Context: an optimization exercise on an open-source flow, tuned for small area, a short achievable clock period and few clock cycles. The choices shown serve that exercise and are no tape-out recipe. At most, simulation tests tie the RTL to the original design; equivalence was not proved. No activity file was given, so power comes from the tool's default toggle rates.

==> flow/design.v <==
`default_nettype none
module my_chip (
    input  logic [11:0] io_in,
    output logic [11:0] io_out,
    input  logic clock,
    input  logic reset
);
    localparam [11:0] BUBBLE = 12'h300;  
    logic [11:0] cmd;         
    logic [9:0]  rpc;         
    logic [11:0] xi;          
    logic [11:0] xa, xb;      
    logic        zf, pf;      
    logic [11:0] rf [0:15];   
    assign io_out = cmd;
    logic x_add, x_sub, x_and, x_or, x_xor, x_shl, x_shr, x_sra, x_not, x_li;
    logic x_we, x_fwe;
    wire [3:0] xop = xi[11:8];
    wire [3:0] xrd = xi[7:4];
    wire x_load  = (xop == 4'b0001);
    wire x_jump  = (xop == 4'b0010);
    wire x_store = (xop[3:1] == 3'b011);
    wire x_halt  = (xop == 4'b0000);
    logic [11:0] xa_rev, sh_in, sh_out, sh_rev;
    always_comb begin
        for (int i = 0; i < 12; i++) xa_rev[i] = xa[11 - i];
    end
    assign sh_in = x_shl ? xa_rev : xa;
    wire sh_fill = x_sra & xa[11];
    wire big = |xb[11:4] | (xb[3:0] >= 4'd12);
    wire [23:0] sh_w = {{12{sh_fill}}, sh_in} >> xb[3:0];
    always_comb begin
        sh_out = sh_w[11:0];
        if (big) sh_out = {12{sh_fill}};
        for (int i = 0; i < 12; i++) sh_rev[i] = sh_out[11 - i];
    end
    wire [11:0] add_a = xa ^ {12{x_sub}};
    wire [11:0] sum = add_a + xb + {11'b0, x_sub};
    wire [11:0] res = ({12{x_add | x_sub}} & sum)
                    | ({12{x_and}} & (xa & xb))
                    | ({12{x_or}}  & (xa | xb))
                    | ({12{x_xor}} & (xa ^ xb))
                    | ({12{x_shl}} & sh_rev)
                    | ({12{x_shr}} & sh_out)
                    | ({12{x_not}} & ~xb)
                    | ({12{x_li}}  & {8'b0, xi[3:0]});
    wire [11:0] ab_x = xa ^ xb;
    wire z_as  = ((add_a ^ xb) == {add_a[10:0] | xb[10:0], x_sub});
    wire z_and = ((xa & xb) == 12'b0);
    wire z_or  = ((xa | xb) == 12'b0);
    wire z_xor = (ab_x == 12'b0);
    wire z_not = (xb == 12'hFFF);
    wire z_sh  = (sh_out == 12'b0);
    wire res_z = ((x_add | x_sub) & z_as) | (x_xor & z_xor) | (x_and & z_and)
               | (x_or & z_or) | (x_not & z_not) | ((x_shl | x_shr) & z_sh);
    wire res_p = ~res[11] & ~res_z;
    wire zn = x_fwe ? res_z : zf;
    wire pn = x_fwe ? res_p : pf;
    wire fetch = cmd[11] & ~cmd[10] & ~x_load & ~x_jump;
    wire [3:0] iop = io_in[11:8];
    wire [3:0] ird = io_in[7:4];
    wire [3:0] irs = io_in[3:0];
    wire i_load  = (iop == 4'b0001);
    wire i_store = (iop[3:1] == 3'b011);
    wire i_halt  = (iop == 4'b0000);
    wire i_jump  = (iop == 4'b0010);
    wire i_br    = (iop == 4'b0011);
    wire [11:0] ra = (x_we && xrd == ird) ? res : rf[ird];
    wire [11:0] rb = (x_we && xrd == irs) ? res : rf[irs];
    wire br_taken = i_br & (io_in[7] ? pn : zn);
    wire [9:0] fa  = cmd[9:0];
    wire [9:0] fa1 = fa + 10'd1;
    wire [6:0] bg = fa1[6:0] & io_in[6:0];
    wire [6:0] bp = fa1[6:0] ^ io_in[6:0];
    wire [6:0] g1, p1, g2, p2, g3;
    genvar k;
    generate
        for (k = 0; k < 7; k++) begin : pfx
            if (k % 2 == 1) begin
                assign g1[k] = bg[k] | (bp[k] & bg[k-1]);
                assign p1[k] = bp[k] & bp[k-1];
            end else begin
                assign g1[k] = bg[k];
                assign p1[k] = bp[k];
            end
            if (k % 4 >= 2) begin
                assign g2[k] = g1[k] | (p1[k] & g1[(k/4)*4+1]);
                assign p2[k] = p1[k] & p1[(k/4)*4+1];
            end else begin
                assign g2[k] = g1[k];
                assign p2[k] = p1[k];
            end
            if (k >= 4) assign g3[k] = g2[k] | (p2[k] & g2[3]);
            else        assign g3[k] = g2[k];
        end
    endgenerate
    wire [6:0] lo = bp ^ {g3[5:0], 1'b0};
    wire c7 = g3[6];
    wire [2:0] hi_p = fa1[9:7] + 3'd1;
    wire [2:0] hi_m = fa1[9:7] - 3'd1;
    wire [2:0] hi = c7 ? (io_in[6] ? fa1[9:7] : hi_p)
                       : (io_in[6] ? hi_m : fa1[9:7]);
    wire [9:0] br_t = {hi, lo};
    wire [9:0] jp_t = rpc + xa[9:0];
    logic [11:0] cmd_n;
    logic [9:0]  rpc_n;
    logic [11:0] xi_n;
    always_comb begin
        cmd_n = cmd;
        rpc_n = rpc;
        xi_n  = BUBBLE;
        if (fetch) begin
            xi_n = io_in;
            rpc_n = fa1;
            if (i_load)       cmd_n = {2'b10, rb[9:0]};
            else if (i_store) cmd_n = {2'b00, rb[9:0]};
            else if (i_halt)  cmd_n = {2'b11, 10'b0};
            else if (i_jump)  cmd_n = {2'b10, fa1};
            else if (br_taken) cmd_n = {2'b10, br_t};
            else               cmd_n = {2'b10, fa1};
        end else if (x_halt) begin
            xi_n = xi;
        end else if (x_store & ~cmd[10]) begin
            cmd_n = {2'b01, 3'b000, xop[0], (xop[0] ? xa[11:6] : xa[5:0])};
        end else if (x_jump) begin
            cmd_n = {2'b10, jp_t};
        end else begin  
            cmd_n = {2'b10, rpc};
        end
    end
    always_ff @(posedge clock or posedge reset) begin
        if (reset) begin
            cmd <= {2'b10, 10'd0};
            rpc <= 10'd0;
            xi  <= BUBBLE;
            zf  <= 1'b0;
            pf  <= 1'b0;
        end else begin
            cmd <= cmd_n;
            rpc <= rpc_n;
            xi  <= xi_n;
            zf  <= zn;
            pf  <= pn;
        end
    end
    always_ff @(posedge clock) begin
        xa <= ra;
        xb <= rb;
    end
    wire [3:0] nop_ = xi_n[11:8];
    always_ff @(posedge clock or posedge reset) begin
        if (reset) begin
            {x_add, x_sub, x_and, x_or, x_xor, x_shl, x_shr, x_sra, x_not, x_li, x_we, x_fwe} <= '0;
        end else begin
            x_add <= (nop_ == 4'b1000);
            x_sub <= (nop_ == 4'b1001);
            x_and <= (nop_ == 4'b1010);
            x_or  <= (nop_ == 4'b1011);
            x_xor <= (nop_ == 4'b1100);
            x_shl <= (nop_ == 4'b1101);
            x_shr <= (nop_[3:1] == 3'b111);
            x_sra <= (nop_ == 4'b1111);
            x_not <= (nop_ == 4'b0101);
            x_li  <= (nop_ == 4'b0100);
            x_we  <= nop_[3] | (nop_[3:1] == 3'b010);
            x_fwe <= (nop_[3] | (nop_ == 4'b0101)) & (xi_n != 12'hB11);
        end
    end
    wire rf_we = x_we | x_load;
    wire [11:0] rf_wd = x_load ? io_in : res;
    always_ff @(posedge clock or posedge reset) begin
        if (reset) begin
            for (int i = 0; i < 16; i++) rf[i] <= 12'b0;
        end else if (rf_we) begin
            rf[xrd] <= rf_wd;
        end
    end
endmodule
`default_nettype wire
clock: 8.0 ns
lec_check: 0
abc_area: 1
cap_margin: 20
core_margin: 2
core_utilization: 40
setup_slack_margin: 4.5
slew_margin: 20
run.sh (not shown) runs the stock make flow with config.mk's settings and CLKGATE_MAP_FILE= SYNTH_SCRIPT=/design/flow/synth_recipe.tcl, a recipe that flattens the netlist after the stock synthesis.
Testbench counts at the start, summed over its fixed seeds: cycles 144,292.
Next try:
--- a/flow/design.v
+++ b/flow/design.v
@@ -12,6 +12,7 @@
     logic [11:0] xa, xb;      
     logic        zf, pf;      
     logic [11:0] rf [0:15];   
+    logic [15:0] rv;          
     assign io_out = cmd;
     logic x_add, x_sub, x_and, x_or, x_xor, x_shl, x_shr, x_sra, x_not, x_li;
     logic x_we, x_fwe;
@@ -65,8 +66,17 @@
     wire i_halt  = (iop == 4'b0000);
     wire i_jump  = (iop == 4'b0010);
     wire i_br    = (iop == 4'b0011);
-    wire [11:0] ra = (x_we && xrd == ird) ? res : rf[ird];
-    wire [11:0] rb = (x_we && xrd == irs) ? res : rf[irs];
+    logic [11:0] rf_a, rf_b;
+    always_comb begin
+        rf_a = 12'b0;
+        rf_b = 12'b0;
+        for (int i = 0; i < 16; i++) begin
+            rf_a = rf_a | (rf[i] & {12{rv[i] & (ird == i)}});
+            rf_b = rf_b | (rf[i] & {12{rv[i] & (irs == i)}});
+        end
+    end
+    wire [11:0] ra = (x_we && xrd == ird) ? res : rf_a;
+    wire [11:0] rb = (x_we && xrd == irs) ? res : rf_b;
     wire br_taken = i_br & (io_in[7] ? pn : zn);
     wire [9:0] fa  = cmd[9:0];
     wire [9:0] fa1 = fa + 10'd1;
@@ -168,12 +178,12 @@
     end
     wire rf_we = x_we | x_load;
     wire [11:0] rf_wd = x_load ? io_in : res;
+    always_ff @(posedge clock) begin
+        if (rf_we) rf[xrd] <= rf_wd;
+    end
     always_ff @(posedge clock or posedge reset) begin
-        if (reset) begin
-            for (int i = 0; i < 16; i++) rf[i] <= 12'b0;
-        end else if (rf_we) begin
-            rf[xrd] <= rf_wd;
-        end
+        if (reset) rv <= 16'b0;
+        else if (rf_we) rv[xrd] <= 1'b1;
     end
 endmodule
 `default_nettype wire
After rerunning:
- cell area increases by 2.1%
- area after synthesis decreases by 1.7%
- combinational power decreases by 27%
- clock-buffer cell count increases by 3
- clock skew increases by 22 ps
- global-route usage decreases by 1.1 points
No functional check of the RTL was part of the second run of this note.

========
== red ==
RTL: the design.v shown in full above, as it stands there.
clock: 8.0 ns
lec_check: 0
abc_area: 1
cap_margin: 20
core_margin: 2
core_utilization: 40
cts_buf_list: sky130_fd_sc_hd__clkbuf_4 sky130_fd_sc_hd__clkbuf_8
cts_cluster_size: 25
setup_slack_margin: 5.0
slew_margin: 20
tns_end_percent: 0
red completed end to end with timing, DRC and antenna clean.
Testbench counts of red, summed over its fixed seeds: cycles 144,292.
## Diff of input files: blue against red
--- a/flow/design.v
+++ b/flow/design.v
@@ -17,9 +17,10 @@
     logic x_we, x_fwe;
     wire [3:0] xop = xi[11:8];
     wire [3:0] xrd = xi[7:4];
     wire x_load  = (xop == 4'b0001);
-    wire x_jump  = (xop == 4'b0010);
+    logic x_jdone;            
+    wire x_jump  = (xop == 4'b0010) & ~x_jdone;
     wire x_store = (xop[3:1] == 3'b011);
     wire x_halt  = (xop == 4'b0000);
     logic [11:0] xa_rev, sh_in, sh_out, sh_rev;
     always_comb begin
@@ -44,15 +45,15 @@
                     | ({12{x_shr}} & sh_out)
                     | ({12{x_not}} & ~xb)
                     | ({12{x_li}}  & {8'b0, xi[3:0]});
     wire [11:0] ab_x = xa ^ xb;
-    wire z_as  = ((add_a ^ xb) == {add_a[10:0] | xb[10:0], x_sub});
+    wire z_add = (ab_x == {xa[10:0] | xb[10:0], 1'b0});  
     wire z_and = ((xa & xb) == 12'b0);
     wire z_or  = ((xa | xb) == 12'b0);
     wire z_xor = (ab_x == 12'b0);
     wire z_not = (xb == 12'hFFF);
     wire z_sh  = (sh_out == 12'b0);
-    wire res_z = ((x_add | x_sub) & z_as) | (x_xor & z_xor) | (x_and & z_and)
+    wire res_z = (x_add & z_add) | ((x_sub | x_xor) & z_xor) | (x_and & z_and)
                | (x_or & z_or) | (x_not & z_not) | ((x_shl | x_shr) & z_sh);
     wire res_p = ~res[11] & ~res_z;
     wire zn = x_fwe ? res_z : zf;
     wire pn = x_fwe ? res_p : pf;
@@ -101,43 +102,41 @@
     wire [2:0] hi = c7 ? (io_in[6] ? fa1[9:7] : hi_p)
                        : (io_in[6] ? hi_m : fa1[9:7]);
     wire [9:0] br_t = {hi, lo};
     wire [9:0] jp_t = rpc + xa[9:0];
-    logic [11:0] cmd_n;
-    logic [9:0]  rpc_n;
-    logic [11:0] xi_n;
+    wire [9:0] jp_li = fa1 + {6'b0, xi[3:0]};
+    wire jump_fwd = i_jump & x_li & (xrd == ird);
+    wire f_ldst = fetch & (i_load | i_store);
+    wire f_brt  = fetch & br_taken;
+    logic [11:0] cmd_e;      
     always_comb begin
-        cmd_n = cmd;
-        rpc_n = rpc;
-        xi_n  = BUBBLE;
-        if (fetch) begin
-            xi_n = io_in;
-            rpc_n = fa1;
-            if (i_load)       cmd_n = {2'b10, rb[9:0]};
-            else if (i_store) cmd_n = {2'b00, rb[9:0]};
-            else if (i_halt)  cmd_n = {2'b11, 10'b0};
-            else if (i_jump)  cmd_n = {2'b10, fa1};
-            else if (br_taken) cmd_n = {2'b10, br_t};
-            else               cmd_n = {2'b10, fa1};
-        end else if (x_halt) begin
-            xi_n = xi;
-        end else if (x_store & ~cmd[10]) begin
-            cmd_n = {2'b01, 3'b000, xop[0], (xop[0] ? xa[11:6] : xa[5:0])};
-        end else if (x_jump) begin
-            cmd_n = {2'b10, jp_t};
-        end else begin  
-            cmd_n = {2'b10, rpc};
-        end
+        if (fetch)
+            cmd_e = i_halt ? {2'b11, 10'b0} : {2'b10, (jump_fwd ? jp_li : fa1)};
+        else if (x_halt)
+            cmd_e = cmd;
+        else if (x_store & ~cmd[10])
+            cmd_e = {2'b01, 3'b000, xop[0], (xop[0] ? xa[11:6] : xa[5:0])};
+        else if (x_jump)
+            cmd_e = {2'b10, jp_t};
+        else  
+            cmd_e = {2'b10, rpc};
     end
+    wire [11:0] cmd_n = f_ldst ? {~i_store, 1'b0, rb[9:0]}
+                      : f_brt  ? {2'b10, br_t}
+                      : cmd_e;
+    wire [9:0]  rpc_n = fetch ? fa1 : rpc;
+    wire [11:0] xi_n  = fetch ? io_in : (x_halt ? xi : BUBBLE);
     always_ff @(posedge clock or posedge reset) begin
         if (reset) begin
             cmd <= {2'b10, 10'd0};
+            x_jdone <= 1'b0;
             rpc <= 10'd0;
             xi  <= BUBBLE;
             zf  <= 1'b0;
             pf  <= 1'b0;
         end else begin
             cmd <= cmd_n;
+            x_jdone <= fetch & jump_fwd;
             rpc <= rpc_n;
             xi  <= xi_n;
             zf  <= zn;
             pf  <= pn;
Findings:
blue: flow completed, timing, DRC and antenna clean. blue ended up with io_in[0] as its beginning of the critical path; red ended up with io_in[2]. In the metrics for red and blue, the one carrying the higher design area is red. Per the comparison of blue with red, global-route usage went down 0.92 points, smallest hold slack held steady, critical path depth picked up an extra 4. Per-instance average area after synthesis: blue vs red, no meaningful difference.
Testbench counts of blue, summed over its fixed seeds: cycles 139,326.

[port drivers added, routing unchanged]
Ports are ideal in the flow. The routed layouts listed here were re-timed in OpenROAD. Step 1, drivers: a clkbuf_16 drives clock and a buf_2 each remaining input, both assumed. Step 2 adds t to the input delays and takes it off the output delays; t is the mean of the earliest and latest rising clock arrival at the registers after step 1. Input paths then give back, and output paths get back, about the clock's delay inside the block. Slacks: no drivers / after step 1 / after step 2; pairs: no drivers / after step 1.
run | t, ns | setup WS [ns] | hold WS [ns] | worst setup path after step 2 | pins driven straight from the clock port
the first run of note 1 | 0.630 | 4.534 / 4.534 / 3.945 | 0.486 / 0.486 / 0.486 | input to register | 1
the second run of note 1 | 0.597 | 4.493 / 4.493 / 3.976 | 0.523 / 0.523 / 0.523 | input to register | 1
red | 0.671 | 4.772 / 4.727 / 4.114 | 0.486 / 0.486 / 0.486 | input to register | 1
blue | 0.661 | 4.739 / 4.705 / 4.096 | 0.485 / 0.485 / 0.485 | input to register | 1
After both steps setup and hold are still met in every run listed. For red, which loses most, drivers alone change the setup slack by -0.045 ns; drivers and shift together by -0.658 ns.
